This is an optimization exercise on Yosys and OpenROAD, whose aim is small area and a short achievable clock period, not a production implementation. RTL that was checked went through simulation tests only; none was proved equivalent to the original. Function not checked in run 1: the RTL went through the layout flow alone. In every run shown here, the design's own scripts or RTL, not TritonCTS, make the clock network. The clock input has no modelled driver; a real chip could not lean on it and would need a root buffer or a full tree. Power is estimated from default activity; no workload was simulated.

File: flow/design.v
`timescale 1ns / 100ps
`timescale 1ns / 100ps
`timescale 1ns / 100ps
`timescale 1ns / 100ps
`timescale 1ns / 100ps
`timescale 1ns / 100ps
`timescale 1ns / 100ps
`timescale 1ns / 100ps
`timescale 1ns / 100ps
`timescale 1ns / 100ps
`timescale 1ns / 100ps
`timescale 1ns / 100ps
module M216A_TopModule(
    input           clk_i,
    input           rst_i,
    input  [4 : 0]  width_i,
    input  [4 : 0]  height_i,
    output [7 : 0]  index_x_o,
    output [7 : 0]  index_y_o,
    output [3 : 0]  strike_o
);
    reg  [3:0] ph;             
    reg  [1:0] warm;           
    reg        clr;            
    reg        live_q;         
    reg  [9:0] k_q;            
    reg  [4:0] w_q;
    reg  [6:0] a_q, b_q, c_q;
    reg  [6:0] thr_q;          
    reg  [6:0] mn_q;
    reg  [6:0] sum_q;          
    reg        we_q;           
    reg        strike_q;
    reg  [3:0] id_q;
    reg  [6:0] x_q;
    reg  [6:0] y_q;
    reg        s_q;
    reg  [3:0] cnt_q;
    wire [6:0] occ [1:13];
    wire nrst   = ~rst_i;
    wire ph0    = ph[0];
    wire live_d = nrst & ph[3] & warm[1];
    wire [3:0] hi = height_i[3:0];
    wire [9:0] k_d;
    assign k_d[0] = (hi == 4'd4);
    assign k_d[1] = (hi == 4'd5);
    assign k_d[2] = (hi == 4'd6);
    assign k_d[3] = (hi == 4'd7);
    assign k_d[4] = (hi == 4'd8);
    assign k_d[5] = (hi == 4'd9);
    assign k_d[6] = (hi == 4'd10);
    assign k_d[7] = (hi == 4'd11);
    assign k_d[8] = (hi == 4'd12);
    assign k_d[9] = ~|k_d[8:0];
    wire k4  = k_q[0];
    wire k5  = k_q[1];
    wire k6  = k_q[2];
    wire k7  = k_q[3];
    wire k8  = k_q[4];
    wire k9  = k_q[5];
    wire k10 = k_q[6];
    wire k11 = k_q[7];
    wire k12 = k_q[8];
    wire k13 = k_q[9];
    wire [12:0] sel0 = {k13, 1'b0, 1'b0, k4, k12, k5, k11, k6, k10, k7, k9, 1'b0, k8};
    wire [12:0] sel1 = {1'b0, k13, 1'b0, 1'b0, k11, k4, k10, k5, k9, k6, 1'b0, k8, k7};
    wire [12:0] sel2 = {1'b0, 1'b0, k13, 1'b0, 1'b0, 1'b0, 1'b0, 1'b0, 1'b0, 1'b0, k8, k7, 1'b0};
    wire has1 = ~k12;
    wire has2 = k7 | k8 | k13;
    wire [3:0] id0 = ({4{k4}}  & 4'd10) | ({4{k5}}  & 4'd8) | ({4{k6}}  & 4'd6) |
                     ({4{k7}}  & 4'd4)  | ({4{k8}}  & 4'd1) | ({4{k9}}  & 4'd3) |
                     ({4{k10}} & 4'd5)  | ({4{k11}} & 4'd7) | ({4{k12}} & 4'd9) |
                     ({4{k13}} & 4'd13);
    wire [3:0] id1 = ({4{k4}}  & 4'd8)  | ({4{k5}}  & 4'd6) | ({4{k6}}  & 4'd4) |
                     ({4{k7}}  & 4'd1)  | ({4{k8}}  & 4'd2) | ({4{k9}}  & 4'd5) |
                     ({4{k10}} & 4'd7)  | ({4{k11}} & 4'd9) | ({4{k13}} & 4'd12);
    wire [3:0] id2 = ({4{k7}}  & 4'd2)  | ({4{k8}}  & 4'd3) | ({4{k13}} & 4'd11);
    function [6:0] ystart;
        input [3:0] id;
        begin
            ystart = ({7{id == 4'd2}}  & 7'd8)  | ({7{id == 4'd3}}  & 7'd16) |
                     ({7{id == 4'd4}}  & 7'd25) | ({7{id == 4'd5}}  & 7'd32) |
                     ({7{id == 4'd6}}  & 7'd42) | ({7{id == 4'd7}}  & 7'd48) |
                     ({7{id == 4'd8}}  & 7'd59) | ({7{id == 4'd9}}  & 7'd64) |
                     ({7{id == 4'd10}} & 7'd76) | ({7{id == 4'd11}} & 7'd80) |
                     ({7{id == 4'd12}} & 7'd96) | ({7{id == 4'd13}} & 7'd112);
        end
    endfunction
    reg  [6:0] rd0, rd1, rd2;
    integer i;
    always @(*) begin
        rd0 = 7'd0;
        rd1 = 7'd0;
        rd2 = 7'd0;
        for (i = 1; i <= 13; i = i + 1) begin
            rd0 = rd0 | (occ[i] & {7{sel0[i-1]}});
            rd1 = rd1 | (occ[i] & {7{sel1[i-1]}});
            rd2 = rd2 | (occ[i] & {7{sel2[i-1]}});
        end
    end
    function lt7;
        input [6:0] a;
        input [6:0] b;
        integer k;
        reg r;
        begin
            r = 1'b0;
            for (k = 0; k < 7; k = k + 1)
                r = (~a[k] & b[k]) | ((~a[k] | b[k]) & r);
            lt7 = r;
        end
    endfunction
    function [7:0] addw;
        input [6:0] a;
        input [4:0] w;
        reg [6:0] b;
        reg [7:0] c;
        reg t;
        integer i, j, k;
        begin
            b = {2'b00, w};
            c = 8'd0;
            for (i = 0; i < 7; i = i + 1)
                for (j = 0; j <= i; j = j + 1) begin
                    t = a[j] & b[j];
                    for (k = j + 1; k <= i; k = k + 1)
                        t = t & (a[k] | b[k]);
                    c[i+1] = c[i+1] | t;
                end
            addw = {c[7], (a ^ c[6:0]) ^ b};
        end
    endfunction
    wire [7:0] sum = addw(mn_q, w_q);
    wire b_lt_a = lt7(b_q, a_q);
    wire c_lt_a = lt7(c_q, a_q);
    wire c_lt_b = lt7(c_q, b_q);
    wire pc = has2 & c_lt_a & c_lt_b;
    wire pb = has1 & b_lt_a & ~pc;
    wire strike_d = ~lt7(mn_q, thr_q);
    wire strike = strike_q;
    wire [6:0] nocc_r = sum_q & {7{~clr}};
    always @(posedge clk_i) begin
        a_q <= rd0;
        b_q <= rd1;
        c_q <= rd2;
        thr_q <= 7'd1 - {2'b00, w_q};
        mn_q <= pc ? c_q : pb ? b_q : a_q;
        id_q <= pc ? id2 : pb ? id1 : id0;
        sum_q <= sum[6:0] | {7{sum[7]}};
        strike_q <= strike_d;
        we_q <= live_d & ~strike_d;
        live_q <= live_d;
        ph <= rst_i ? 4'b0001 : {ph[2:0], ph[3]};
        if (rst_i | (ph0 & ~warm[1]))
            warm <= (warm + 2'd1) & {2{nrst}};
        clr <= rst_i | ~warm[1];
    end
    always @(posedge clk_i) begin
        if (ph0) begin
            k_q <= k_d;
            w_q <= width_i;
        end
    end
    always @(posedge clk_i) begin
        if (rst_i) begin
            x_q <= 7'd0;
            y_q <= 7'd0;
            s_q <= 1'b0;
            cnt_q <= 4'd0;
        end else if (live_q) begin
            x_q <= strike ? 7'd0 : mn_q;
            y_q <= strike ? 7'd0 : ystart(id_q);
            s_q <= strike;
            if (strike) cnt_q <= cnt_q + 4'd1;
        end
    end
    genvar g;
    generate
        for (g = 1; g <= 13; g = g + 1) begin : strip
            reg [6:0] v;
            always @(posedge clk_i)
                if (clr | (we_q & (id_q == g)))
                    v <= nocc_r;
            assign occ[g] = v;
        end
    endgenerate
    assign index_x_o = {s_q, x_q};
    assign index_y_o = {s_q, y_q};
    assign strike_o  = cnt_q;
endmodule
File: flow/flow/run.sh
#!/bin/bash
# Standard ORFS layout with these changes: sizing may change a cell's footprint,
# the port buffers are buf_2 cells, and the clock tree is the two-level tree
# that flow/cts_tree.tcl builds (see there).
set -euo pipefail
bash standard.sh synth > synth.log 2>&1
bash standard.sh MATCH_CELL_FOOTPRINT=0 \
  "BUFFER_PORTS_ARGS=-buffer_cell sky130_fd_sc_hd__buf_2" \
  "PRE_CTS_TCL=$PWD/flow/cts_tree.tcl" \
  finish > layout.log 2>&1
File: flow/flow/cts_tree.tcl
# Hook run by ORFS's cts.tcl before clock_tree_synthesis (PRE_CTS_TCL).
# Builds a two-level clock tree instead: the registers are split into two
# halves by median x and each half into four groups by y quartiles; each
# group's clock pins are driven by a clkbuf_16 at the group's centre, and
# the four leaf buffers of a half by a clkbuf_16 at their centre, which the
# clock port drives.  clock_tree_synthesis is then replaced by a no-op; the
# rest of cts.tcl (legalisation, timing repair, writing the results) runs as
# usual.

set ::cts_tree_block [ord::get_db_block]
set ::cts_tree_master [[ord::get_db] findMaster sky130_fd_sc_hd__clkbuf_16]
set clk_net [[$::cts_tree_block findBTerm clk_i] getNet]

proc sink_xy { it } {
  set bb [[$it getInst] getBBox]
  return [list [expr {([$bb xMin] + [$bb xMax]) / 2}] [expr {([$bb yMin] + [$bb yMax]) / 2}]]
}

# split items (lists whose elements idx is a coordinate) into n parts of
# nearly equal size along that coordinate
proc split_by { items idx n } {
  set s [lsort -integer -index $idx $items]
  set len [llength $s]
  set parts {}
  for { set i 0 } { $i < $n } { incr i } {
    set a [expr {($i * $len) / $n}]
    set b [expr {(($i + 1) * $len) / $n - 1}]
    lappend parts [lrange $s $a $b]
  }
  return $parts
}

proc centre { items } {
  set sx 0
  set sy 0
  foreach s $items {
    incr sx [lindex $s 1]
    incr sy [lindex $s 2]
  }
  set n [llength $items]
  return [list [expr {$sx / $n}] [expr {$sy / $n}]]
}

proc add_buffer { name x y in_net out_name } {
  set inst [odb::dbInst_create $::cts_tree_block $::cts_tree_master $name]
  $inst setLocation $x $y
  $inst setPlacementStatus PLACED
  set net [odb::dbNet_create $::cts_tree_block $out_name]
  $net setSigType CLOCK
  [$inst findITerm A] connect $in_net
  [$inst findITerm X] connect $net
  return $net
}

set sinks {}
foreach it [$clk_net getITerms] {
  lappend sinks [concat [list $it] [sink_xy $it]]
}
puts "cts_tree: [llength $sinks] clock sinks"

set h 0
foreach half [split_by $sinks 1 2] {
  set leaves [split_by $half 2 4]
  set cs {}
  foreach grp $leaves {
    lappend cs [concat [list {}] [centre $grp]]
  }
  lassign [centre $cs] hx hy
  set hnet [add_buffer "clkbuf_tree_$h" $hx $hy $clk_net "clknet_tree_$h"]
  puts "cts_tree: clkbuf_tree_$h at ($hx, $hy)"
  set l 0
  foreach grp $leaves {
    lassign [centre $grp] cx cy
    set lnet [add_buffer "clkbuf_tree_${h}_$l" $cx $cy $hnet "clknet_tree_${h}_$l"]
    foreach s $grp {
      set it [lindex $s 0]
      $it disconnect
      $it connect $lnet
    }
    puts "cts_tree: clkbuf_tree_${h}_$l drives [llength $grp] sinks at ($cx, $cy)"
    incr l
  }
  incr h
}
$clk_net setSigType CLOCK
global_connect
set_propagated_clock [all_clocks]

rename clock_tree_synthesis cts_tree_unused_clock_tree_synthesis
proc clock_tree_synthesis { args } {
  puts "cts_tree: clock tree already built, clock_tree_synthesis skipped"
}
File: flow/standard.sh
#!/bin/bash
# synth_recipe.tcl (not shown) runs the flow's synth.tcl, then flattens the netlist and writes it again
# the make line also repeats each setting of config.mk as NAME=value (left out here)
make -C /OpenROAD-flow-scripts/flow DESIGN_CONFIG=/design/flow/config.mk WORK_HOME=/design/flow/orfs CLKGATE_MAP_FILE= SYNTH_SCRIPT=/design/flow/synth_recipe.tcl "${@:-finish}"
File: flow/config.mk
export PLATFORM = sky130hd
export DESIGN_NAME = M216A_TopModule
export DESIGN_NICKNAME = M216A_TopModule
export VERILOG_FILES = /design/flow/design.v
export SDC_FILE = /design/flow/constraint.sdc
export NUM_CORES = 4
export LEC_CHECK = 0
export ABC_AREA = 1
export CAP_MARGIN = 20
export CORE_MARGIN = 2
export CORE_UTILIZATION = 40
export CTS_BUF_LIST = sky130_fd_sc_hd__clkbuf_4 sky130_fd_sc_hd__clkbuf_8
export CTS_CLUSTER_SIZE = 30
export SETUP_SLACK_MARGIN = 1.7
export SLEW_MARGIN = 20
export TNS_END_PERCENT = 0
File: flow/constraint.sdc
create_clock -name core_clock -period 3.3 [get_ports {clk_i}]
set_input_delay 0.6600 -clock core_clock [delete_from_list [all_inputs] [get_ports {clk_i}]]
set_output_delay 0.6600 -clock core_clock [all_outputs]
set_load 0.01 [all_outputs]
==> notes.md, run 1 <==
Post-synth EDFFs: 108
Run status: finished clean
MaxCap Viol Count: 0
GR Util met2: 0.276
Vias in the first global route: 4967
R2R cell count: 7
Min-Delay Path Class: reg -> reg
Synth Flop Type: edfxtp_1
Worst slack at placement: 1.34 ns
YS warnings: 1
Net Sw Power: 2040 uW
Global-route track usage on met3: 0.00650
Antenna violations before repair: 0
Syn Inst Count: 764
Tmin final: 1.69 ns
IO Pins: 32
Post-Layout Cell Count: 1034
Max Freq: 590 MHz
Fraction of layout cells with a size suffix above 1: 0.129
Post-route ant nets: 0
Critical-path maximum fanout: 12
Post-layout util: 0.457
Drt wl/cell: 15.8 um
Core area: 0.0181 mm2
CP required: 3.51 ns
Critical path endpoint category: flop
First DRT Iteration DRCs: 263
Mapped cell area: 0.00740 mm2
Gr usage total: 0.165
Largest stage delay, worst path: 0.53 ns
Cell row count: 49
Worst flop-to-flop path endpoint: a_q[1]
CP arrival: 1.90 ns
Met1 GRT Util: 0.238
R2r setup slk: 1.61 ns
Max-slew violations: 0
Number of diodes: 0
First-pass GRT wire length: 26.0 mm
Grt peak-use layer: met2
Largest net degree at the start of global routing: 24
Clock Power Share: 0.192
Synth async-reset ratio: 0
CTS hold repair buffers: 0
Sw Ratio: 0.331
Die Area: 0.0196 mm2
Leakage: 0.00355 uW
#FFs+latches synth: 180
Worst-path clk slew: 0.09 ns
Gp weighted congestion: 0.877
Syn avg cell area: 9.69 um2
Slew headroom: 0.357
Synth-to-Final Area Change: 11.7%
Period utilization: 0.513
Final setup violation count: 0
Routed wire length: 16.3 mm
Final Worst Setup Slack: 1.61 ns
I/O Buffers: 30
Nets: 823
Clock latency on the worst-skew pair: 0.31 ns
Synth cell types: 38
Worst setup path end: a_q[1]
Synthesized Nets: 780
Worst-Margin Slew: 0.960 ns
Flop pwr share: 0.537
Routed via count: 5162
Power density over cell area: 743 mW/mm2
Worst r2r src: k_q[3]
Critical Path Start: k_q[3]
Min-Delay Startpoint: ph[2]
Die width: 140 um
DRC: 0
Sequential share of the synthesized area: 0.633
CP max-delay cell: edfxtp_1
Vias per cell: 4.99
GRT overflow: 0
Final Hold Viols: 0
RSZ-0062 raised after global routing: yes
Dpl hpwl: 11.5 mm
Pre-antenna DRT Iters: 5
Critical path class: reg -> reg
Die Ht: 140 um
Crit-path cells: buf_4, nand2_1, nand4_1, a221oi_1, nand3_1, a21oi_1, nand2_1
Clock skew: 0.0113 ns
Internal power: 4110 uW
Setup TNS: 0 ns
Crit path launch type: flop
Worst vdd ir: 0.000406 V
Logic pwr share: 0.271
Starting density of the core: 0.409
Critical path's most frequent cell: nand2_1
Post-Place Cells: 1006
Yosys cell counts, types with 2 or more instances:
cell type,number,area share
a221oi_1,14,0.017
dfxtp_1,72,0.19
a21oi_1,32,0.022
inv_1,78,0.040
xnor2_1,3,0.0036
nor2_1,43,0.022
nand2_2,3,0.0025
nand2_1,241,0.12
nand3_1,30,0.020
edfxtp_1,108,0.44
buf_4,2,0.0020
clkbuf_1,22,0.011
xor2_1,3,0.0036
inv_2,9,0.0046
nand3_2,6,0.0081
a21boi_0,2,0.0020
o21ai_1,9,0.0061
o21ai_0,21,0.014
nand4_1,18,0.015
o31ai_1,5,0.0051
buf_2,3,0.0020
ha_1,3,0.0051
o221ai_1,2,0.0024
a22o_1,8,0.0095
o22ai_1,4,0.0034
nor3_1,10,0.0068
nand2_4,2,0.0030
layer usage:
metal	vias to the layer above	share of wire
met5	-	0
met4	0	0.029
met3	29	0.028
met2	90	0.46
met1	2417	0.48
li1	2626	-
power groups by stage:
stage	clock [uW]	combinational (uW)	sequential [uW]
floorplan	0	1200	3220
global placement	0	1520	3350
detailed placement	0	1540	3360
CTS	1210	1560	3310
global route	1280	1920	3370
finish	1180	1670	3300
metrics by stage:
step	hold slack, ns	power, uW	cell area, um2
final	0.408	6140	8270
after global routing	0.435	6570	8270
after CTS	0.408	6070	8080
after detailed placement	0.395	4890	7810
after global placement	0.391	4880	7810
after floorplan	0.371	4420	7410
worst min path at each step:
stage | to | slack, ns | cells after the start
finish | ph[3] | 0.41 | 2
global route | thr_q[1] | 0.44 | 0
CTS | ph[3] | 0.41 | 2
detailed placement | ph[3] | 0.40 | 2
global placement | ph[3] | 0.39 | 2
floorplan | thr_q[1] | 0.37 | 0
layout make-up:
class	instances	area (um2)
fill	1671	9820
sequential	180	4690
multi-input combinational	468	2320
timing repair buffer	59	384
inverter	88	337
tap	229	287
buffer	10	250
sequential cells by signal, summed over array words and instances (netlist names), 2 cells and up:
register  flops
thr_q         6
w_q           5
c_q           7
ph            4
b_q           7
a_q           7
id_q          4
x_q           7
k_q          10
sum_q         7
y_q           7
cnt_q         4
strip.v      91
warm          2
mn_q          7
critical path, delay by kind of cell, from the launching register on:
kind            cells  cell delay, ns
flops               1            0.53
compound gates      2            0.41
simple gates        4            0.40
buf+inv             1            0.25
cell families after synthesis:
family                   Yosys count  share of synthesized area
buffers and inverters            116                     0.0614
flip-flops                       180                      0.633
XOR/XNOR                           6                    0.00710
adder cells (fa/ha/maj)            4                    0.00778
AO/OA/AOI/OAI                    101                     0.0859
AND/OR/NAND/NOR                  357                      0.205
cells in the final DEF (no fill, tap or decap), drive strengths merged, types with 5 or more instances in the layout:
master / count
nand2: 246
edfxtp: 108
inv: 87
dfxtp: 72
buf: 59
nor2: 43
nand3: 37
a21oi: 33
o21ai: 31
nand4: 18
a221oi: 14
nor3: 10
clkbuf: 10
a22o: 8
o31ai: 5
timing repair:
item,in CTS,in global routing
pin swaps,0,2
buffers inserted,0,18
hold endpoints to repair,0,0
setup endpoints to repair,73,145
resized for setup,4,10
==> run 2, diff against run 1 <==
--- a/flow/design.v
+++ b/flow/design.v
@@ -24,9 +24,8 @@
     reg        clr;            
     reg        live_q;         
     reg  [9:0] k_q;            
-    reg  [4:0] w_q;
+    reg  [3:0] wm1_q;          
     reg  [6:0] a_q, b_q, c_q;
-    reg  [6:0] thr_q;          
     reg  [6:0] mn_q;
     reg  [6:0] sum_q;          
     reg        we_q;           
@@ -110,40 +109,46 @@
             lt7 = r;
         end
     endfunction
-    function [7:0] addw;
+    function [8:0] addm1;
         input [6:0] a;
-        input [4:0] w;
+        input [3:0] m;
         reg [6:0] b;
-        reg [7:0] c;
+        reg [7:0] c0;              
+        reg [7:0] c1;              
         reg t;
         integer i, j, k;
         begin
-            b = {2'b00, w};
-            c = 8'd0;
-            for (i = 0; i < 7; i = i + 1)
+            b = {3'b000, m};
+            c0 = 8'd0;
+            c1 = 8'd1;
+            for (i = 0; i < 7; i = i + 1) begin
                 for (j = 0; j <= i; j = j + 1) begin
                     t = a[j] & b[j];
                     for (k = j + 1; k <= i; k = k + 1)
                         t = t & (a[k] | b[k]);
-                    c[i+1] = c[i+1] | t;
+                    c0[i+1] = c0[i+1] | t;
                 end
-            addw = {c[7], (a ^ c[6:0]) ^ b};
+                t = 1'b1;
+                for (k = 0; k <= i; k = k + 1)
+                    t = t & (a[k] | b[k]);
+                c1[i+1] = c0[i+1] | t;
+            end
+            addm1 = {c0[7], c1[7], (a ^ c1[6:0]) ^ b};
         end
     endfunction
-    wire [7:0] sum = addw(mn_q, w_q);
+    wire [8:0] sum = addm1(mn_q, wm1_q);      
     wire b_lt_a = lt7(b_q, a_q);
     wire c_lt_a = lt7(c_q, a_q);
     wire c_lt_b = lt7(c_q, b_q);
     wire pc = has2 & c_lt_a & c_lt_b;
     wire pb = has1 & b_lt_a & ~pc;
-    wire strike_d = ~lt7(mn_q, thr_q);
+    wire strike_d = sum[8];
     wire strike = strike_q;
     wire [6:0] nocc_r = sum_q & {7{~clr}};
     always @(posedge clk_i) begin
         a_q <= rd0;
         b_q <= rd1;
         c_q <= rd2;
-        thr_q <= 7'd1 - {2'b00, w_q};
         mn_q <= pc ? c_q : pb ? b_q : a_q;
         id_q <= pc ? id2 : pb ? id1 : id0;
         sum_q <= sum[6:0] | {7{sum[7]}};
@@ -156,9 +161,12 @@
         clr <= rst_i | ~warm[1];
     end
     always @(posedge clk_i) begin
-        if (ph0) begin
+        if (rst_i) begin
+            k_q <= 10'd0;
+            wm1_q <= 4'd0;
+        end else if (ph0) begin
             k_q <= k_d;
-            w_q <= width_i;
+            wm1_q <= width_i[3:0] - 4'd1;
         end
     end
     always @(posedge clk_i) begin
--- a/flow/config.mk
+++ b/flow/config.mk
@@ -8,7 +8,7 @@
 export ABC_AREA = 1
 export CAP_MARGIN = 20
 export CORE_MARGIN = 2
-export CORE_UTILIZATION = 40
+export CORE_UTILIZATION = 70
 export CTS_BUF_LIST = sky130_fd_sc_hd__clkbuf_4 sky130_fd_sc_hd__clkbuf_8
 export CTS_CLUSTER_SIZE = 30
 export SETUP_SLACK_MARGIN = 1.7
==> run 2 against run 1 <==
Effect of this change:
- sequential power fell by 13%
- first-iteration DRC count rose by 110%
- sequential share of layout area shrank 0.47 points
- via count is 6.2% higher
- critical path depth decreased by 6
- still clean on timing, DRC and antenna
- clock skew is 0.0018 ns lower
- worst hold slack better by 0.010 ns
- design area is 5.3% lower
==> notes.md, run 2 <==
CP max-delay cell: nor2_1
Largest register FFs: 91
CP arrival: 1.63 ns
Crit path launch type: flop
Synth async-reset ratio: 0
Synth top area cells: edfxtp_1 (39%), dfxtp_1 (22%), nand2_1 (11%)
Sequential share of the synthesized area: 0.613
Fraction of layout cells with a size suffix above 1: 0.113
Dpl hpwl: 11.7 mm
Routed wire length: 16.3 mm
Synth Flop Type: edfxtp_1
Core area: 0.00986 mm2
First DRT Iteration DRCs: 564
IO Pins: 32
Largest net degree at the start of global routing: 25
Synth cell types: 38
Most frequent cells in the layout: nand2_1 (201), edfxtp_1 (93), inv_1 (86)
YS warnings: 1
Min-Delay Path Class: reg -> reg
Synth-to-Final Area Change: 9.14%
Critical path endpoint category: flop
Placed Area: 0.00742 mm2
Commonest non-fill, non-tap cell in the layout: nand2_1
Slew headroom: 0.242
Crit-path cells: nor2_1
I/O Buffers: 29
Nets: 808
Largest stage delay, worst path: 0.89 ns
DRC: 0
Power density over cell area: 612 mW/mm2
Critical-path maximum fanout: 13
Worst-Margin Slew: 1.13 ns
Leakage: 0.00328 uW
Routed via count: 5482
MaxCap Viol Count: 0
Critical path class: reg -> reg
Final Hold Viols: 0
Synthesized Nets: 777
Drt wl/cell: 17.7 um
Max Freq: 595 MHz
Area of the multi-input gates: 0.00233 mm2
Clock latency on the worst-skew pair: 0.31 ns
Biggest regs: strip.v (91), k_q (10)
GRT overflow: 0
Period utilization: 0.510
Max-slew violations: 0
Gr usage total: 0.291
Die width: 105 um
#FFs+latches synth: 173
Cell row count: 36
Register area: 0.00440 mm2
Gp weighted congestion: 0.884
CP delay by family, top: simple AND/OR/NAND/NOR gates
First-pass GRT wire length: 25.8 mm
Top cell type by total area after synthesis: edfxtp_1
Mapped cell area: 0.00717 mm2
Register with the most flip-flops: strip.v
Syn Inst Count: 761
Top cell type's share of synthesized area: 0.389
Run status: finished clean
RSZ-0062 raised after global routing: yes
Tmin final: 1.68 ns
Syn avg cell area: 9.43 um2
Die Ht: 105 um
Hold_ws: 0.418 ns
Synth cell count leaders: nand2_1 (202), edfxtp_1 (93), inv_1 (86), dfxtp_1 (80), nand3_1 (52)
Pre-antenna DRT Iters: 6
CP required: 3.25 ns
Fillers: 615
Vias per cell: 5.94
Clock skew: 0.00953 ns
WP buf/inv: 0
Fin area: 0.00783 mm2
Setup TNS: 0 ns
Final setup violation count: 0
Antenna violations before repair: 0
Number of diodes: 0
Post-route ant nets: 0
Vias in the first global route: 5097
Worst-path clk slew: 0.09 ns
Starting density of the core: 0.727
Die Area: 0.0111 mm2
Most common cell in the netlist: nand2_1
Worst vdd ir: 0.000454 V
Post-synth EDFFs: 93
run 2: area by class of cell:
type	instances	share of cell area
Buffer	10	0.0320
Inverter	93	0.0454
Multi-Input combinational cell	465	0.298
Sequential cell	173	0.562
Tap cell	133	0.0213
Timing Repair Buffer	49	0.0414
run 2: worst paths after layout:
check,start,endpoint,slack [ns],depth (start not counted)
worst max-delay path,clr,strip[3].v[1],1.62,1
worst min-delay path,ph[2],ph[3],0.42,2
worst max register to register,clr,strip[3].v[1],1.62,1
worst min register to register,ph[2],ph[3],0.42,2
run 2: through the flow:
step	setup WS (ns)	std cells	total power (uW)	util
2_1_floorplan	1.65	761	3360	-
3_3_place_gp	1.23	902	3560	0.752
3_5_place_dp	1.09	902	3610	0.752
4_1_cts	1.48	912	4730	0.779
5_1_grt	1.50	923	4990	0.794
6_report	1.62	923	4790	0.794
run 2: kinds of logic (layout without fill, tap and decap cells):
logic type / Yosys count / count (layout) / share of synthesized area
compound gates: 122 / 122 / 0.108
buf+inv: 123 / 152 / 0.0680
flops: 173 / 173 / 0.613
fa+ha+maj: 4 / 4 / 0.00698
xor+xnor: 3 / 3 / 0.00366
simple gates: 336 / 336 / 0.201
run 2: routing by layer:
layer  global-route usage  up-vias  wire (um)
li1                     -     2622          -
met1                0.411     2597       6710
met2                0.483      234       7870
met3               0.0476       29       1370
met4               0.0562        0        383
met5                    0        -          0
run 2: report_power, final:
part / switching [uW] / internal (uW)
registers: 210 / 2650
logic: 531 / 258
clock network: 592 / 544
total: 1330 / 3460
run 2: what timing repair did:
item	CTS	global route
pin swaps	0	2
buffers inserted	0	11
gates resized for setup	7	10
setup endpoints to repair	98	129
hold buffers	0	0
==> run 3, diff against run 2 <==
--- a/flow/config.mk
+++ b/flow/config.mk
@@ -8,7 +8,7 @@
 export ABC_AREA = 1
 export CAP_MARGIN = 20
 export CORE_MARGIN = 2
-export CORE_UTILIZATION = 70
+export CORE_UTILIZATION = 50
 export CTS_BUF_LIST = sky130_fd_sc_hd__clkbuf_4 sky130_fd_sc_hd__clkbuf_8
 export CTS_CLUSTER_SIZE = 30
 export SETUP_SLACK_MARGIN = 1.7
==> run 3 against run 2 <==
Effect of this change:
- design area grew 0.51%
- setup slack lost 0.027 ns
- register-to-register slack lost 0.03 ns
- critical path depth grew 5
- synthesized area is the same
- combinational power shrank 0.6%
- total power grew 0.14%
- die area grew 38%
- critical path type unchanged
==> notes.md, run 3 <==
RSZ-0062 raised after global routing: yes
Critical path class: reg -> reg
R2r setup slk: 1.59 ns
MaxCap Viol Count: 0
YS warnings: 1
Final Hold Viols: 0
Biggest regs: strip.v (91), k_q (10)
Most frequent cells in the layout: nand2_1 (202), edfxtp_1 (93), inv_1 (86)
Vias in the first global route: 5010
Worst vdd ir: 0.000402 V
Fin area: 0.00787 mm2
R2R cell count: 6
Die width: 124 um
Sequential share of the synthesized area: 0.613
Worst r2r src: id_q[3]
Synth cell types: 38
First-pass GRT wire length: 25.5 mm
GRT overflow: 0
Synthesized Nets: 777
Max Freq: 585 MHz
Placed Area: 0.00751 mm2
Clock latency on the worst-skew pair: 0.31 ns
Synth-to-Final Area Change: 9.70%
CP arrival: 1.68 ns
Antenna violations before repair: 0
Slew headroom: 0.383
Gp weighted congestion: 0.873
Synth async-reset ratio: 0
#FFs+latches synth: 173
Setup TNS: 0 ns
CTS hold repair buffers: 0
Fraction of layout cells with a size suffix above 1: 0.109
Most common cell in the netlist: nand2_1
Vias per cell: 5.43
Drt wl/cell: 16.6 um
Dpl hpwl: 11.8 mm
Die Area: 0.0153 mm2
Worst-Margin Slew: 0.922 ns
CP required: 3.27 ns
DRC: 0
Min-Delay Path Class: reg -> reg
Run status: finished clean
Cell row count: 43
Post-synth EDFFs: 93
Critical-path maximum fanout: 7
Syn avg cell area: 9.43 um2
Critical path endpoint category: flop
Fillers: 1223
I/O Buffers: 29
Pre-antenna DRT Iters: 5
Post-route ant nets: 0
Gr usage total: 0.212
Top cell type by total area after synthesis: edfxtp_1
Register with the most flip-flops: strip.v
Routed wire length: 16.2 mm
Largest register FFs: 91
Syn Inst Count: 761
Final setup violation count: 0
Max-slew violations: 0
Starting density of the core: 0.515
Leakage: 0.00327 uW
Synth cell count leaders: nand2_1 (202), edfxtp_1 (93), inv_1 (86), dfxtp_1 (80), nand3_1 (52)
Hold endpoint: ph[2]
Worst flop-to-flop path endpoint: strip[10].v[1]
Mapped cell area: 0.00717 mm2
Min-Delay Startpoint: ph[1]
Routed via count: 5278
Number of diodes: 0
Worst hold path cell count: 2
Tmin final: 1.71 ns
Synth top area cells: edfxtp_1 (39%), dfxtp_1 (22%), nand2_1 (11%)
Post-layout util: 0.565
Synth Flop Type: edfxtp_1
Period utilization: 0.518
Clock skew: 0.0137 ns
Nets: 810
IO Pins: 32
First DRT Iteration DRCs: 378
Top cell type's share of synthesized area: 0.389
Power density over cell area: 609 mW/mm2
Worst-path clk slew: 0.10 ns
Commonest non-fill, non-tap cell in the layout: nand2_1
Die Ht: 124 um
Largest net degree at the start of global routing: 25
Hold_ws: 0.428 ns
Crit path launch type: flop
Core area: 0.0139 mm2
[run 3: cell counts after synthesis]
Identical to the previous run, type by type.
[run 3: layer usage]
layer	global-route usage	vias to the layer above	share of wire
met3	0.0147	18	0.051
li1	-	2622	-
met1	0.330	2489	0.48
met5	0	-	0
met2	0.334	149	0.45
met4	0.0341	0	0.016
[run 3: worst max-delay path, cell delays in order (launching register included)]
cell and delay, ns:
dfxtp_1 0.43, inv_1 0.10, nor2_1 0.15, inv_1 0.11, nor2_1 0.18, nand2_1 0.09
nand2_1 0.30
[run 3: final cells by class]
class | instances | area [um2] | share of cell area
well taps | 180 | 225 | 0.0286
repair buffers | 51 | 327 | 0.0415
plain buffers | 10 | 250 | 0.0318
inverters | 93 | 355 | 0.0452
flip-flops and latches | 173 | 4400 | 0.559
multi-input cells | 465 | 2320 | 0.294
[run 3: per-stage QoR]
step | worst slack [ns] | total power (uW) | std cells
4_1_cts | 1.59 | 4770 | 966
3_5_place_dp | 1.07 | 3630 | 953
5_1_grt | 1.49 | 5020 | 972
2_1_floorplan | 1.65 | 3360 | 761
3_3_place_gp | 1.18 | 3610 | 953
6_report | 1.59 | 4790 | 972
[run 3: how the worst max path moves through the flow]
stage	from	endpoint	slack (ns)	cells after the start
after floorplan	id_q[1]	strip[12].v[0]	1.65	3
after global placement	rst_i	k_q[3]	1.18	4
after detailed placement	rst_i	k_q[5]	1.07	4
after CTS	a_q[2]	id_q[0]	1.59	14
after global routing	id_q[1]	strip[10].v[3]	1.49	6
final	id_q[3]	strip[10].v[1]	1.59	6
[run 3: cells by family after synthesis]
family,share of synthesized area
simple gates,0.201
flops,0.613
buf+inv,0.0680
compound gates,0.108
fa+ha+maj,0.00698
xor+xnor,0.00366
[run 3: repair_timing]
item	in CTS	in global routing
resized for setup	5	3
endpoints found under the setup margin	64	84
setup buffers	3	6
hold endpoints to repair	0	0
pin swaps	0	1
gates cloned	0	0
[run 3: power by group]
part           total [uW]  internal, uW  switching [uW]
logic                 783           257             526
clock network        1160           545             614
registers            2850          2650             202
==> run 4, diff against run 3 <==
--- a/flow/config.mk
+++ b/flow/config.mk
@@ -8,7 +8,7 @@
 export ABC_AREA = 1
 export CAP_MARGIN = 20
 export CORE_MARGIN = 2
-export CORE_UTILIZATION = 50
+export CORE_UTILIZATION = 60
 export CTS_BUF_LIST = sky130_fd_sc_hd__clkbuf_4 sky130_fd_sc_hd__clkbuf_8
 export CTS_CLUSTER_SIZE = 30
 export SETUP_SLACK_MARGIN = 1.7
==> run 4 against run 3 <==
Effect of this change:
- wire length is 3.2% lower
- still clean on timing, DRC and antenna
- clock skew is 0.0025 ns lower
- highest routed layer unchanged
- global-route usage is 3.1 points higher
- largest power group unchanged
- cell count is 3.6% lower
==> notes.md, run 4 <==
Most common cell in the netlist: nand2_1
Clock Power Share: 0.242
Run status: finished clean
Critical path's most frequent cell: nand2_1
Min-Delay Path Class: reg -> reg
Worst vdd ir: 0.000322 V
Crit-path cells: nand2_1, nand4_1, a221oi_1, nand3_1, a21oi_1, nand2_1
Final Hold Viols: 0
Dpl hpwl: 11.4 mm
GRT overflow: 0
IO Pins: 32
Clock skew: 0.0111 ns
Hold_ws: 0.415 ns
Critical path endpoint category: flop
Worst-path clk slew: 0.09 ns
Gp weighted congestion: 0.865
Top cell type by total area after synthesis: edfxtp_1
Syn Inst Count: 761
Core area: 0.0116 mm2
R2r setup slk: 1.64 ns
Synthesized Nets: 777
Top cell type's share of synthesized area: 0.389
Post-route ant nets: 0
Period utilization: 0.503
Syn avg cell area: 9.43 um2
Drt wl/cell: 16.7 um
Die Ht: 113 um
Gr usage total: 0.243
Logic pwr share: 0.161
Area of the multi-input gates: 0.00232 mm2
Synth cell types: 38
Max-slew violations: 0
Sw Ratio: 0.276
Biggest regs: strip.v (91), k_q (10)
Fraction of layout cells with a size suffix above 1: 0.112
Slew headroom: 0.304
Max Freq: 602 MHz
Final setup violation count: 0
Routed length on met1: 7.23 mm
Synth-to-Final Area Change: 9.31%
Starting density of the core: 0.620
Largest stage delay, worst path: 0.56 ns
Met3 WL: 1.04 mm
Cell row count: 39
DR top layer: met4
Routed length on met2: 7.17 mm
DRC: 0
Leakage: 0.00328 uW
Synth top area cells: edfxtp_1 (39%), dfxtp_1 (22%), nand2_1 (11%)
CP required: 3.50 ns
CP arrival: 1.86 ns
Tmin final: 1.66 ns
Post-synth EDFFs: 93
Fillers: 926
First-pass GRT wire length: 25.2 mm
Pre-antenna DRT Iters: 5
Routed wire length: 15.6 mm
Register area: 0.00440 mm2
#FFs+latches synth: 173
Net Sw Power: 1320 uW
Crit path launch type: flop
Synth Flop Type: edfxtp_1
Vias per cell: 5.68
Flop pwr share: 0.597
Die Area: 0.0128 mm2
Die width: 113 um
Mapped cell area: 0.00717 mm2
Commonest non-fill, non-tap cell in the layout: nand2_1
Synth cell count leaders: nand2_1 (202), edfxtp_1 (93), inv_1 (86), dfxtp_1 (80), nand3_1 (52)
Synth async-reset ratio: 0
Sequential share of the synthesized area: 0.613
Routed via count: 5322
Power density over cell area: 609 mW/mm2
Critical-path maximum fanout: 18
YS warnings: 1
Largest register FFs: 91
Most frequent cells in the layout: nand2_1 (202), edfxtp_1 (93), inv_1 (86)
Setup TNS: 0 ns
Clock latency on the worst-skew pair: 0.31 ns
I/O Buffers: 29
Antenna violations before repair: 0
RSZ-0062 raised after global routing: yes
Number of diodes: 0
CTS hold repair buffers: 0
Register with the most flip-flops: strip.v
Critical path class: reg -> reg
Largest net degree at the start of global routing: 25
Worst-Margin Slew: 1.04 ns
Nets: 812
First DRT Iteration DRCs: 397
CP max-delay cell: dfxtp_1
Internal power: 3460 uW
MaxCap Viol Count: 0
Vias in the first global route: 4946
==> run 4: changes by cell type in the layout (fill, tap and decap cells not counted) <==
| cell | change |
|---|---|
| buf_4 | +2 |
| dfxtp_1 | -1 |
| dfxtp_4 | +1 |
| nand2_2 | -1 |
| nand2_4 | +1 |
| nor2_2 | +1 |
| nor2_4 | -1 |
==> run 4: repair_timing <==
action | in CTS | in global routing
gates cloned | 0 | 0
buffers inserted | 0 | 12
gates resized for setup | 3 | 7
setup endpoints to repair | 69 | 115
pin swaps | 0 | 2
==> run 4: final cells by class <==
type / count / share of cell area
multi-input combinational: 465 / 0.295
tap: 143 / 0.0228
buffer: 10 / 0.0319
inverter: 93 / 0.0453
sequential: 173 / 0.561
timing repair buffer: 53 / 0.0436
==> run 4: power by group through the flow <==
| stage | registers [uW] | clock network [uW] | logic, uW |
|---|---|---|---|
| global route | 2890 | 1240 | 875 |
| CTS | 2850 | 1170 | 716 |
| detailed placement | 2890 | 0 | 713 |
| floorplan | 2820 | 0 | 540 |
| global placement | 2890 | 0 | 693 |
| finish | 2850 | 1160 | 768 |
==> run 4: metal layers <==
metal | global-route usage | up-vias
met5 | 0 | -
met4 | 0.0268 | 0
met3 | 0.0327 | 19
met2 | 0.396 | 189
met1 | 0.364 | 2485
li1 | - | 2629
==> run 4: path summary, 6_finish.rpt <==
path | start | endpoint | depth (start not counted)
worst max-delay path | k_q[5] | a_q[2] | 6
worst min-delay path | ph[1] | ph[2] | 2
worst max register to register | k_q[5] | a_q[2] | 6
worst min register to register | ph[1] | ph[2] | 2
==> run 4: per-stage QoR <==
stage | power (uW) | util | std cells | setup slack (ns) | instance area, um2
6_report | 4770 | 0.678 | 937 | 1.64 | 7840
3_5_place_dp | 3610 | 0.644 | 915 | 1.14 | 7450
3_3_place_gp | 3580 | 0.644 | 915 | 1.18 | 7450
5_1_grt | 5010 | 0.678 | 937 | 1.48 | 7840
4_1_cts | 4740 | 0.667 | 925 | 1.46 | 7710
2_1_floorplan | 3360 | - | 761 | 1.65 | 7180
==> run 4: worst max-delay path: cells and delay by family (launching register included) <==
kind             cells  cell delay, ns
flip-flops           1            0.56
AO/OA/AOI/OAI        2            0.51
AND/OR/NAND/NOR      4            0.49
==> run 4: kinds of logic after synthesis <==
logic type / count (synthesis) / synth area share
buffers and inverters: 123 / 0.0680
AND/OR/NAND/NOR: 336 / 0.201
adder cells (fa/ha/maj): 4 / 0.00698
AO/OA/AOI/OAI: 122 / 0.108
XOR/XNOR: 3 / 0.00366
flip-flops: 173 / 0.613
==> run 5, diff against run 4 <==
--- a/flow/config.mk
+++ b/flow/config.mk
@@ -8,7 +8,7 @@
 export ABC_AREA = 1
 export CAP_MARGIN = 20
 export CORE_MARGIN = 2
-export CORE_UTILIZATION = 60
+export CORE_UTILIZATION = 40
 export CTS_BUF_LIST = sky130_fd_sc_hd__clkbuf_4 sky130_fd_sc_hd__clkbuf_8
 export CTS_CLUSTER_SIZE = 30
 export SETUP_SLACK_MARGIN = 1.7
==> run 5 against run 4 <==
Effect of this change:
- first-iteration DRC count shrank 7.3%
- combinational power grew 2%
- synthesized cell count is the same
- design area grew 1.0%
- total power grew 0.71%
- sequential share of layout area shrank 0.61 points
- fmax grew 1.7%
- critical endpoint is now strip[4].v[3]
==> notes.md, run 5 <==
Synth-to-Final Area Change: 10.4%
Net Sw Power: 1350 uW
Cell row count: 48
Leakage: 0.00325 uW
DRC: 0
Power density over cell area: 607 mW/mm2
Critical path endpoint category: flop
First-pass GRT wire length: 26.8 mm
Fillers: 1710
Starting density of the core: 0.412
RSZ-0062 raised after global routing: yes
Most frequent cells in the layout: nand2_1 (201), edfxtp_1 (93), inv_1 (85)
Vias per cell: 5.19
Worst-Margin Slew: 0.930 ns
Vias in the first global route: 4864
Synthesized Nets: 777
#FFs+latches synth: 173
Worst slack at placement: 1.40 ns
Largest register FFs: 91
Hold_ws: 0.408 ns
Clock Power Share: 0.243
Critical-path maximum fanout: 7
Worst vdd ir: 0.000299 V
Gr usage total: 0.182
Biggest regs: strip.v (91), k_q (10)
CTS hold repair buffers: 0
Internal power: 3460 uW
Max-slew violations: 0
CP arrival: 1.59 ns
YS warnings: 1
Largest stage delay, worst path: 0.50 ns
Nets: 805
First DRT Iteration DRCs: 368
Synth top area cells: edfxtp_1 (39%), dfxtp_1 (22%), nand2_1 (11%)
WP buf/inv: 1
Slew headroom: 0.378
Post-synth EDFFs: 93
CP required: 3.25 ns
Period utilization: 0.495
Most common cell in the netlist: nand2_1
Final Worst Setup Slack: 1.67 ns
CP max-delay cell: o31ai_4
Max Freq: 613 MHz
Fraction of layout cells with a size suffix above 1: 0.107
Tmin final: 1.63 ns
Critical path class: reg -> reg
Top cell type by total area after synthesis: edfxtp_1
Register with the most flip-flops: strip.v
Die width: 138 um
Routed wire length: 16.9 mm
Die Ht: 138 um
Die Area: 0.0190 mm2
Antenna violations before repair: 0
Clock skew: 0.00812 ns
Syn Inst Count: 761
Post-layout util: 0.455
Placed Area: 0.00756 mm2
Number of diodes: 0
Core area: 0.0174 mm2
Routed via count: 5248
Worst-path clk slew: 0.09 ns
Post-route ant nets: 0
Setup TNS: 0 ns
Sequential share of the synthesized area: 0.613
Sw Ratio: 0.281
Synth async-reset ratio: 0
Drt wl/cell: 16.7 um
Synth Flop Type: edfxtp_1
Mapped cell area: 0.00717 mm2
Run status: finished clean
Gp weighted congestion: 0.830
Final setup violation count: 0
Syn avg cell area: 9.43 um2
Fin area: 0.00792 mm2
Synth cell count leaders: nand2_1 (202), edfxtp_1 (93), inv_1 (86), dfxtp_1 (80), nand3_1 (52)
Dpl hpwl: 11.7 mm
Final Hold Viols: 0
Crit path launch type: flop
IO Pins: 32
Crit-path cells: nor2_1, inv_1, o31ai_4
Flop pwr share: 0.593
Synth cell types: 38
Clock latency on the worst-skew pair: 0.32 ns
Commonest non-fill, non-tap cell in the layout: nand2_1
CP delay by family, top: compound AO/OA/AOI/OAI gates
MaxCap Viol Count: 0
GRT overflow: 0
Largest net degree at the start of global routing: 25
Top cell type's share of synthesized area: 0.389
Logic pwr share: 0.163
Pre-antenna DRT Iters: 5
I/O Buffers: 29
Min-Delay Path Class: reg -> reg
-- run 5: cell types whose count changed in the layout (fill, tap and decap cells not counted), sizes merged --
| cell | delta |
|---|---|
| clkinvlp | +1 |
| inv | -1 |
| clkinv | +1 |
| buf | -8 |
-- run 5: final timing paths --
path | from | end | slack [ns] | cells after the start
setup / recovery | id_q[1] | strip[4].v[3] | 1.67 | 3
hold / removal | ph[2] | ph[3] | 0.41 | 2
setup reg to reg | id_q[1] | strip[4].v[3] | 1.67 | 3
hold reg to reg | ph[2] | ph[3] | 0.41 | 2
-- run 5: power groups by stage --
| stage | combinational, uW | sequential (uW) | clock (uW) |
|---|---|---|---|
| finish | 784 | 2850 | 1170 |
| global route | 886 | 2890 | 1260 |
| CTS | 742 | 2850 | 1190 |
| detailed placement | 728 | 2900 | 0 |
| global placement | 726 | 2890 | 0 |
| floorplan | 540 | 2820 | 0 |
-- run 5: area by class of cell --
cell class	instances	area (um2)	share of cell area
Multi-Input combinational cell	465	2340	0.295
Timing Repair Buffer	45	294	0.0371
Tap cell	225	282	0.0355
Buffer	10	250	0.0316
Timing Repair inverter	1	7.51	0.000948
Inverter	93	355	0.0449
Sequential cell	173	4400	0.555
-- run 5: stage by stage --
| step | power [uW] | instances |
|---|---|---|
| floorplan | 3360 | 761 |
| global placement | 3620 | 997 |
| detailed placement | 3620 | 997 |
| CTS | 4780 | 1007 |
| global route | 5040 | 1012 |
| finish | 4810 | 1012 |
-- run 5: kinds of logic (layout without fill, tap and decap cells) --
| group | Yosys count | count (layout) | synth area share |
|---|---|---|---|
| XOR/XNOR | 3 | 3 | 0.00366 |
| buffers and inverters | 123 | 149 | 0.0680 |
| flip-flops | 173 | 173 | 0.613 |
| AO/OA/AOI/OAI | 122 | 122 | 0.108 |
| AND/OR/NAND/NOR | 336 | 336 | 0.201 |
| adder cells (fa/ha/maj) | 4 | 4 | 0.00698 |
-- run 5: worst register-to-register path, cell delays in order (launching register included) --
cell and delay, ns:
dfxtp_1 0.36, nor2_1 0.24, inv_1 0.15, o31ai_4 0.50
-- run 5: timing repair --
| item | 4_1_cts | 5_1_grt |
|---|---|---|
| cloned | 0 | 1 |
| pin swaps | 0 | 3 |
| resized for setup | 3 | 9 |
| endpoints found under the setup margin | 57 | 199 |
| buffers inserted | 0 | 4 |
-- run 5: metal layers --
| layer | share of wire | GRT usage | vias up |
|---|---|---|---|
| met5 | 0 | 0 | - |
| met4 | 0.018 | 0.0278 | 0 |
| met3 | 0.036 | 0.00731 | 18 |
| met2 | 0.47 | 0.303 | 113 |
| met1 | 0.47 | 0.269 | 2503 |
| li1 | - | - | 2614 |
==> run 6, diff against run 5 <==
--- a/flow/config.mk
+++ b/flow/config.mk
@@ -8,7 +8,7 @@
 export ABC_AREA = 1
 export CAP_MARGIN = 20
 export CORE_MARGIN = 2
-export CORE_UTILIZATION = 40
+export CORE_UTILIZATION = 55
 export CTS_BUF_LIST = sky130_fd_sc_hd__clkbuf_4 sky130_fd_sc_hd__clkbuf_8
 export CTS_CLUSTER_SIZE = 30
 export SETUP_SLACK_MARGIN = 1.7
==> run 6 against run 5 <==
Effect of this change:
- critical path type unchanged
- total power down 0.42%
- sequential share of layout area grew 0.41 points
- critical path depth up 7
- synthesized area stayed put
- still clean on timing, DRC and antenna
- largest power group unchanged
- largest cell class unchanged
- clock power hardly changed
- wire length down 5.5%
- cell count shrank 4.9%
- combinational power shrank 1%
- first-iteration DRC count decreased by 4.6%
==> notes.md, run 6 <==
Run status: finished clean
GRT overflow: 0
Register area: 0.00440 mm2
Top cell type by total area after synthesis: edfxtp_1
Worst r2r src: k_q[9]
Max Freq: 631 MHz
CTS hold repair buffers: 0
Number of diodes: 0
Tmin final: 1.59 ns
CP required: 3.51 ns
Critical-path maximum fanout: 24
Syn avg cell area: 9.43 um2
Synth Flop Type: edfxtp_1
Max-slew violations: 0
Placed Area: 0.00748 mm2
Vias per cell: 5.43
Largest net degree at the start of global routing: 25
Die Ht: 118 um
Core area: 0.0127 mm2
Worst setup path end: mn_q[2]
Critical Path Start: k_q[9]
Area of the multi-input gates: 0.00233 mm2
First-pass GRT wire length: 25.6 mm
Routed wire length: 16.0 mm
Die Area: 0.0140 mm2
GR Util met2: 0.358
Crit path launch type: flop
YS warnings: 1
Most frequent cells in the layout: nand2_1 (200), edfxtp_1 (93), inv_1 (86)
Antenna violations before repair: 2
Commonest non-fill, non-tap cell in the layout: nand2_1
Met1 GRT Util: 0.345
Post-layout util: 0.621
Gp weighted congestion: 0.847
Worst flop-to-flop path endpoint: mn_q[2]
Slew headroom: 0.317
Dpl hpwl: 11.7 mm
Post-synth EDFFs: 93
IO Pins: 32
Critical path endpoint category: flop
Min-Delay Path Class: reg -> reg
#FFs+latches synth: 173
Synth cell types: 38
Period utilization: 0.481
Largest register FFs: 91
DRC: 0
MaxCap Viol Count: 0
Sequential share of the synthesized area: 0.613
RSZ-0062 raised after global routing: yes
Gr usage total: 0.225
Fraction of layout cells with a size suffix above 1: 0.113
Top cell type's share of synthesized area: 0.389
Biggest regs: strip.v (91), k_q (10)
Setup TNS: 0 ns
Post-route ant nets: 0
Syn Inst Count: 761
I/O Buffers: 29
Fin area: 0.00787 mm2
Nets: 808
Routed via count: 5223
Worst-path clk slew: 0.09 ns
Clock skew: 0.0125 ns
CP arrival: 1.80 ns
Synthesized Nets: 777
Final Hold Viols: 0
Power density over cell area: 608 mW/mm2
Mapped cell area: 0.00717 mm2
Synth-to-Final Area Change: 9.75%
Global-route track usage on met3: 0.0193
Critical path class: reg -> reg
Worst vdd ir: 0.000291 V
Worst slack at placement: 1.09 ns
Synth top area cells: edfxtp_1 (39%), dfxtp_1 (22%), nand2_1 (11%)
R2r setup slk: 1.71 ns
Clock latency on the worst-skew pair: 0.31 ns
Leakage: 0.00327 uW
First DRT Iteration DRCs: 351
Final Worst Setup Slack: 1.71 ns
R2R cell count: 10
Fillers: 1106
Pre-antenna DRT Iters: 5
Synth async-reset ratio: 0
Cell row count: 41
Die width: 118 um
Register with the most flip-flops: strip.v
Starting density of the core: 0.566
Total power: 4790 uW
Worst-Margin Slew: 1.02 ns
Most common cell in the netlist: nand2_1
Vias in the first global route: 4940
Grt peak-use layer: met2
Synth cell count leaders: nand2_1 (202), edfxtp_1 (93), inv_1 (86), dfxtp_1 (80), nand3_1 (52)
Final setup violation count: 0
Drt wl/cell: 16.6 um
==> run 6: area by class of cell <==
type | instances | area share
Multi-Input combinational cell | 465 | 0.295
Timing Repair Buffer | 49 | 0.0412
Sequential cell | 173 | 0.559
Tap cell | 172 | 0.0273
Buffer | 10 | 0.0318
Inverter | 93 | 0.0451
==> run 6: how the worst min path moves through the flow <==
| stage | start | endpoint | slack [ns] | cells past startpoint |
|---|---|---|---|---|
| after floorplan | ph[1] | ph[2] | 0.39 | 2 |
| after global placement | ph[1] | ph[2] | 0.40 | 2 |
| after detailed placement | ph[1] | ph[2] | 0.40 | 2 |
| after CTS | ph[1] | ph[2] | 0.42 | 2 |
| after global routing | ph[2] | ph[3] | 0.45 | 2 |
| final | ph[2] | ph[3] | 0.42 | 2 |
==> run 6: repair_timing <==
action                     4_1_cts  5_1_grt
resized for setup                7       10
pin swaps                        0        1
buffers inserted                 0        9
setup endpoints to repair       79      102
==> run 6: logic make-up (layout without fill, tap and decap cells) <==
group | count (synthesis) | after routing | share of synthesized area
and+or+nand+nor | 336 | 336 | 0.201
DFF | 173 | 173 | 0.613
buffers and inverters | 123 | 152 | 0.0680
AOI/OAI and AO/OA | 122 | 122 | 0.108
adders and majority gates | 4 | 4 | 0.00698
xor gates and xnor gates | 3 | 3 | 0.00366
==> run 6: critical path, cell delays in order (launching register included) <==
cell and delay, ns:
dfxtp_1 0.32, buf_6 0.18, nor2_1 0.16, inv_1 0.07
o21ai_1 0.16, inv_1 0.10, nand3_4 0.16, buf_4 0.16
nand3_1 0.07, nand3_1 0.08, inv_1 0.04
==> run 6: metal layers <==
metal | vias to the layer above | wire length (um)
li1 | 2618 | -
met1 | 2455 | 7490
met2 | 136 | 7210
met3 | 14 | 970
met4 | 0 | 280
met5 | - | 0
==> run 6: metrics by stage <==
stage / instances / hold slack (ns)
2_1_floorplan: 761 / 0.388
3_3_place_gp: 943 / 0.404
3_5_place_dp: 943 / 0.400
4_1_cts: 953 / 0.418
5_1_grt: 962 / 0.454
6_report: 962 / 0.422
==> run 6: where the power goes <==
part | total, uW | leakage (uW) | internal, uW | switching [uW]
registers | 2860 | 0.00171 | 2650 | 204
logic | 774 | 0.00144 | 265 | 509
clock network | 1160 | 0.000123 | 545 | 613
==> run 7, diff against run 6 <==
--- a/flow/config.mk
+++ b/flow/config.mk
@@ -11,6 +11,6 @@
 export CORE_UTILIZATION = 55
 export CTS_BUF_LIST = sky130_fd_sc_hd__clkbuf_4 sky130_fd_sc_hd__clkbuf_8
 export CTS_CLUSTER_SIZE = 30
-export SETUP_SLACK_MARGIN = 1.7
+export SETUP_SLACK_MARGIN = 1.6
 export SLEW_MARGIN = 20
 export TNS_END_PERCENT = 0
==> run 7 against run 6 <==
Effect of this change:
- via count is 0.11% higher
- design area down 1.3%
- still clean
- total power shrank 1.0%
- synthesized area unchanged
- clock skew is 0.0047 ns higher
- flip-flop and latch count stayed put
- critical endpoint is now id_q[0]
- worst hold slack worse by 0.010 ns
==> notes.md, run 7 <==
YS warnings: 1
Most common cell in the netlist: nand2_1
Tmin final: 1.83 ns
First-pass GRT wire length: 26.0 mm
I/O Buffers: 29
Worst-Margin Slew: 0.964 ns
Synth Flop Type: edfxtp_1
Min-Delay Path Class: reg -> reg
Gp weighted congestion: 0.831
Largest net degree at the start of global routing: 25
Power density over cell area: 610 mW/mm2
Final Worst Setup Slack: 1.47 ns
Run status: finished clean
Clock latency on the worst-skew pair: 0.32 ns
Post-layout util: 0.613
Nets: 803
Period utilization: 0.554
Hold_ws: 0.412 ns
CP required: 3.49 ns
Syn avg cell area: 9.43 um2
CTS hold repair buffers: 0
Die Area: 0.0140 mm2
Worst-path clk slew: 0.09 ns
IO Pins: 32
Final setup violation count: 0
Met1 GRT Util: 0.344
Max Freq: 547 MHz
Critical path endpoint category: flop
Top cell type by total area after synthesis: edfxtp_1
GR Util met2: 0.374
Post-route ant nets: 0
MaxCap Viol Count: 0
CP arrival: 2.01 ns
Synthesized Nets: 777
Sequential share of the synthesized area: 0.613
GRT overflow: 0
Slew headroom: 0.355
Starting density of the core: 0.566
Final Hold Viols: 0
Most frequent cells in the layout: nand2_1 (202), edfxtp_1 (93), inv_1 (86)
RSZ-0062 raised after global routing: yes
Cell row count: 41
Register with the most flip-flops: strip.v
Grt peak-use layer: met2
Critical path class: reg -> reg
Mapped cell area: 0.00717 mm2
Max-slew violations: 0
DRC: 0
Die Ht: 118 um
Global-route track usage on met3: 0.0183
Top cell type's share of synthesized area: 0.389
Number of diodes: 0
Synth async-reset ratio: 0
Commonest non-fill, non-tap cell in the layout: nand2_1
Syn Inst Count: 761
Biggest regs: strip.v (91), k_q (10)
Dpl hpwl: 11.7 mm
Synth-to-Final Area Change: 8.34%
Vias in the first global route: 5095
Drt wl/cell: 16.7 um
Post-Layout Cell Count: 957
Worst vdd ir: 0.000298 V
Setup TNS: 0 ns
Crit path launch type: flop
Critical-path maximum fanout: 24
Gr usage total: 0.229
Vias per cell: 5.46
Clock skew: 0.0172 ns
Post-synth EDFFs: 93
R2r setup slk: 1.47 ns
Pre-antenna DRT Iters: 5
Routed wire length: 15.9 mm
First DRT Iteration DRCs: 362
#FFs+latches synth: 173
Fraction of layout cells with a size suffix above 1: 0.0981
Worst slack at placement: 1.13 ns
Routed via count: 5229
Core area: 0.0127 mm2
Leakage: 0.00323 uW
Post-Place Cells: 945
Die width: 118 um
Synth top area cells: edfxtp_1 (39%), dfxtp_1 (22%), nand2_1 (11%)
Antenna violations before repair: 1
Largest register FFs: 91
Synth cell count leaders: nand2_1 (202), edfxtp_1 (93), inv_1 (86), dfxtp_1 (80), nand3_1 (52)
Synth cell types: 38
==> run 7: per-stage QoR <==
stage	instance area, um2	power, uW
detailed placement	7490	3620
global placement	7490	3590
finish	7770	4740
global route	7770	4980
floorplan	7170	3360
CTS	7750	4750
==> run 7: cells by family after synthesis <==
group | count (synthesis) | synth area share
simple gates | 336 | 0.201
flops | 173 | 0.613
buf+inv | 123 | 0.0680
compound gates | 122 | 0.108
fa+ha+maj | 4 | 0.00698
xor+xnor | 3 | 0.00366
==> run 7: where the power goes <==
group          total (uW)  leakage [uW]  internal [uW]  switching [uW]
registers            2850       0.00171           2650             196
logic                 734       0.00140            231             503
clock network        1160      0.000123            545             613
==> run 7: repair_timing <==
| action | CTS | global route |
|---|---|---|
| setup endpoints to repair | 42 | 55 |
| buffers inserted | 0 | 2 |
| resized for setup | 2 | 4 |
==> run 7: cell type report <==
class                           count  area, um2
Tap cell                          172        215
Timing Repair Buffer               44        262
Multi-Input combinational cell    465       2290
Fill cell                        1119       4900
Buffer                             10        250
Inverter                           93        355
Sequential cell                   173       4400
==> run 7: final timing paths <==
| kind | cells past startpoint | start | endpoint |
|---|---|---|---|
| hold / removal | 2 | ph[1] | ph[2] |
| setup / recovery | 8 | k_q[9] | id_q[0] |
| hold reg to reg | 2 | ph[1] | ph[2] |
| setup reg to reg | 8 | k_q[9] | id_q[0] |
==> run 7: critical path, stage by stage, from the launching register on <==
cell and delay, ns:
dfxtp_1 0.32, buf_6 0.18, nor2_1 0.16, inv_1 0.07
o21ai_0 0.25, inv_1 0.12, nand3_4 0.22, nor2_1 0.07
a21oi_1 0.30
==> run 7: metal layers <==
| layer | routed length, um | vias up |
|---|---|---|
| li1 | - | 2604 |
| met1 | 7640 | 2456 |
| met2 | 7240 | 153 |
| met3 | 817 | 16 |
| met4 | 235 | 0 |
| met5 | 0 | - |
==> run 8, diff against run 7 <==
--- a/flow/config.mk
+++ b/flow/config.mk
@@ -11,6 +11,6 @@
 export CORE_UTILIZATION = 55
 export CTS_BUF_LIST = sky130_fd_sc_hd__clkbuf_4 sky130_fd_sc_hd__clkbuf_8
 export CTS_CLUSTER_SIZE = 30
-export SETUP_SLACK_MARGIN = 1.6
+export SETUP_SLACK_MARGIN = 1.8
 export SLEW_MARGIN = 20
 export TNS_END_PERCENT = 0
==> run 8 against run 7 <==
Effect of this change:
- global-route usage down 0.064 points
- total power up 0.96%
- clock power about the same
- die area unchanged
- critical path depth down 2
- cell count up 0.52%
- clock skew down 0.0025 ns
- critical endpoint is now strip[10].v[1]
- largest power group unchanged
==> notes.md, run 8 <==
Leakage: 0.00328 uW
Synth Flop Type: edfxtp_1
First-pass GRT wire length: 26.0 mm
Largest net degree at the start of global routing: 25
CP max-delay cell: dfxtp_1
Fin area: 0.00788 mm2
WP buf/inv: 2
Mapped cell area: 0.00717 mm2
Gr usage total: 0.228
Routed via count: 5266
Core area: 0.0127 mm2
Dpl hpwl: 11.7 mm
Worst-path clk slew: 0.09 ns
Max Freq: 630 MHz
CP required: 3.30 ns
CTS hold repair buffers: 0
Final Worst Setup Slack: 1.71 ns
Drt wl/cell: 16.6 um
Cell row count: 41
Commonest non-fill, non-tap cell in the layout: nand2_1
Slew headroom: 0.329
Min-Delay Path Class: reg -> reg
CP delay by family, top: simple AND/OR/NAND/NOR gates
Register with the most flip-flops: strip.v
Worst slack at placement: 1.09 ns
Max-slew violations: 0
Most frequent cells in the layout: nand2_1 (200), edfxtp_1 (93), inv_1 (85)
Power density over cell area: 607 mW/mm2
Worst vdd ir: 0.000291 V
Final Hold Viols: 0
RSZ-0062 raised after global routing: yes
First DRT Iteration DRCs: 340
Final setup violation count: 0
Vias per cell: 5.47
Clock Power Share: 0.243
Synth cell types: 38
Net Sw Power: 1330 uW
Syn avg cell area: 9.43 um2
Fraction of layout cells with a size suffix above 1: 0.118
Number of diodes: 0
Synth async-reset ratio: 0
Internal power: 3450 uW
Biggest regs: strip.v (91), k_q (10)
Pre-antenna DRT Iters: 5
#FFs+latches synth: 173
Tmin final: 1.59 ns
Largest stage delay, worst path: 0.45 ns
DRC: 0
Post-synth EDFFs: 93
Post-layout util: 0.622
Syn Inst Count: 761
Starting density of the core: 0.566
Largest register FFs: 91
IO Pins: 32
Run status: finished clean
MaxCap Viol Count: 0
Top cell type by total area after synthesis: edfxtp_1
Clock skew: 0.0146 ns
Clock latency on the worst-skew pair: 0.31 ns
Sequential share of the synthesized area: 0.613
Critical-path maximum fanout: 7
Synth top area cells: edfxtp_1 (39%), dfxtp_1 (22%), nand2_1 (11%)
Top cell type's share of synthesized area: 0.389
Synth-to-Final Area Change: 9.84%
Routed wire length: 16.0 mm
Gp weighted congestion: 0.847
Synth cell count leaders: nand2_1 (202), edfxtp_1 (93), inv_1 (86), dfxtp_1 (80), nand3_1 (52)
Placed Area: 0.00748 mm2
Synthesized Nets: 777
Setup TNS: 0 ns
Most common cell in the netlist: nand2_1
Period utilization: 0.481
Die width: 118 um
Critical path endpoint category: flop
Crit-path cells: inv_1, nor2_1, inv_1, nor2_1, nand2_1, nand2_2
Die Ht: 118 um
Post-route ant nets: 0
Worst-Margin Slew: 1.00 ns
Nets: 808
Antenna violations before repair: 2
Sw Ratio: 0.278
CP arrival: 1.58 ns
Logic pwr share: 0.161
I/O Buffers: 29
Crit path launch type: flop
Vias in the first global route: 5005
Critical path class: reg -> reg
GRT overflow: 0
YS warnings: 1
Flop pwr share: 0.597
Hold_ws: 0.420 ns
Die Area: 0.0140 mm2
R2r setup slk: 1.71 ns
run 8: changes by cell type in the layout (fill, tap and decap cells not counted), moves of 2 or more:
cell     before  now
buf_4        14   17
nand2_1     202  200
dfxtp_4       0    2
o21ai_1       7    9
o21ai_0      30   28
dfxtp_2       1    5
buf_12        0    2
dfxtp_1      79   73
run 8: worst paths after layout:
check | from | end | cells past startpoint
worst max-delay path | id_q[1] | strip[10].v[1] | 6
worst min-delay path | ph[2] | ph[3] | 2
worst max register to register | id_q[1] | strip[10].v[1] | 6
worst min register to register | ph[2] | ph[3] | 2
run 8: power by group through the flow:
stage	combinational (uW)	sequential, uW	clock [uW]
4_1_cts	760	2850	1180
6_report	768	2860	1160
5_1_grt	873	2900	1250
3_5_place_dp	716	2900	0
2_1_floorplan	540	2820	0
3_3_place_gp	699	2890	0
run 8: what timing repair did:
| action | CTS | global route |
|---|---|---|
| endpoints found under the hold margin | 0 | 0 |
| pin swaps | 2 | 1 |
| setup buffers | 8 | 1 |
| resized for setup | 13 | 10 |
| setup endpoints to repair | 119 | 210 |
run 8: tightest hold or removal path, delay by kind of cell, from the launching register on:
family                 cells  cell delay [ns]
flip-flops                 1             0.31
AND/OR/NAND/NOR            1             0.03
buffers and inverters      1             0.04
run 8: final cells by class:
class	count	area (um2)
Timing Repair Buffer	49	324
Sequential cell	173	4410
Multi-Input combinational cell	465	2330
Buffer	10	250
Tap cell	172	215
Inverter	93	355
Fill cell	1107	4790
run 8: kinds of logic (layout without fill, tap and decap cells):
logic type,after synthesis,after routing,share of synthesized area
buffers and inverters,123,152,0.0680
AO/OA/AOI/OAI,122,122,0.108
flip-flops,173,173,0.613
adder cells (fa/ha/maj),4,4,0.00698
AND/OR/NAND/NOR,336,336,0.201
XOR/XNOR,3,3,0.00366
run 8: routing by layer:
layer / global-route usage / share of wire
met1: 0.349 / 0.47
met5: 0 / 0
met4: 0.0369 / 0.019
met3: 0.0188 / 0.062
met2: 0.364 / 0.45
run 8: metrics by stage:
stage	total power, uW	cells
2_1_floorplan	3360	761
3_3_place_gp	3590	943
3_5_place_dp	3620	943
4_1_cts	4800	961
5_1_grt	5020	962
6_report	4780	962

==> what the ideal ports hide <==
No port has a modelled driver above. Below, the same layouts with a new extraction and two added sets of constraints. Step 1, drivers: a clkbuf_16 drives clk_i and a buf_2 each remaining input, both assumed. Step 2 moves the port delays by t, midway between the first and last clock arrival at a register: inputs arrive t later, outputs are due t later. That takes back most of the time a late clock gives input paths. Slacks: ideal ports / drivers / drivers and shift; pairs: ideal ports / drivers.
run | t, ns | setup WS [ns] | hold WS [ns]
run 1 | 0.363 | 1.606 / 1.606 / 1.592 | 0.408 / 0.408 / 0.408
run 2 | 0.359 | 1.618 / 1.618 / 1.396 | 0.418 / 0.418 / 0.418
run 3 | 0.362 | 1.591 / 1.591 / 1.484 | 0.428 / 0.428 / 0.428
run 4 | 0.361 | 1.640 / 1.640 / 1.456 | 0.415 / 0.415 / 0.415
run 5 | 0.369 | 1.668 / 1.668 / 1.480 | 0.408 / 0.408 / 0.408
run 6 | 0.362 | 1.714 / 1.714 / 1.425 | 0.422 / 0.422 / 0.422
run 7 | 0.361 | 1.472 / 1.472 / 1.251 | 0.412 / 0.412 / 0.412
run 8 | 0.362 | 1.712 / 1.712 / 1.409 | 0.420 / 0.420 / 0.420
After both steps setup and hold are still met in every run listed. For run 8, which loses most, drivers alone change the setup slack by 0.000 ns; drivers and shift together by -0.303 ns.
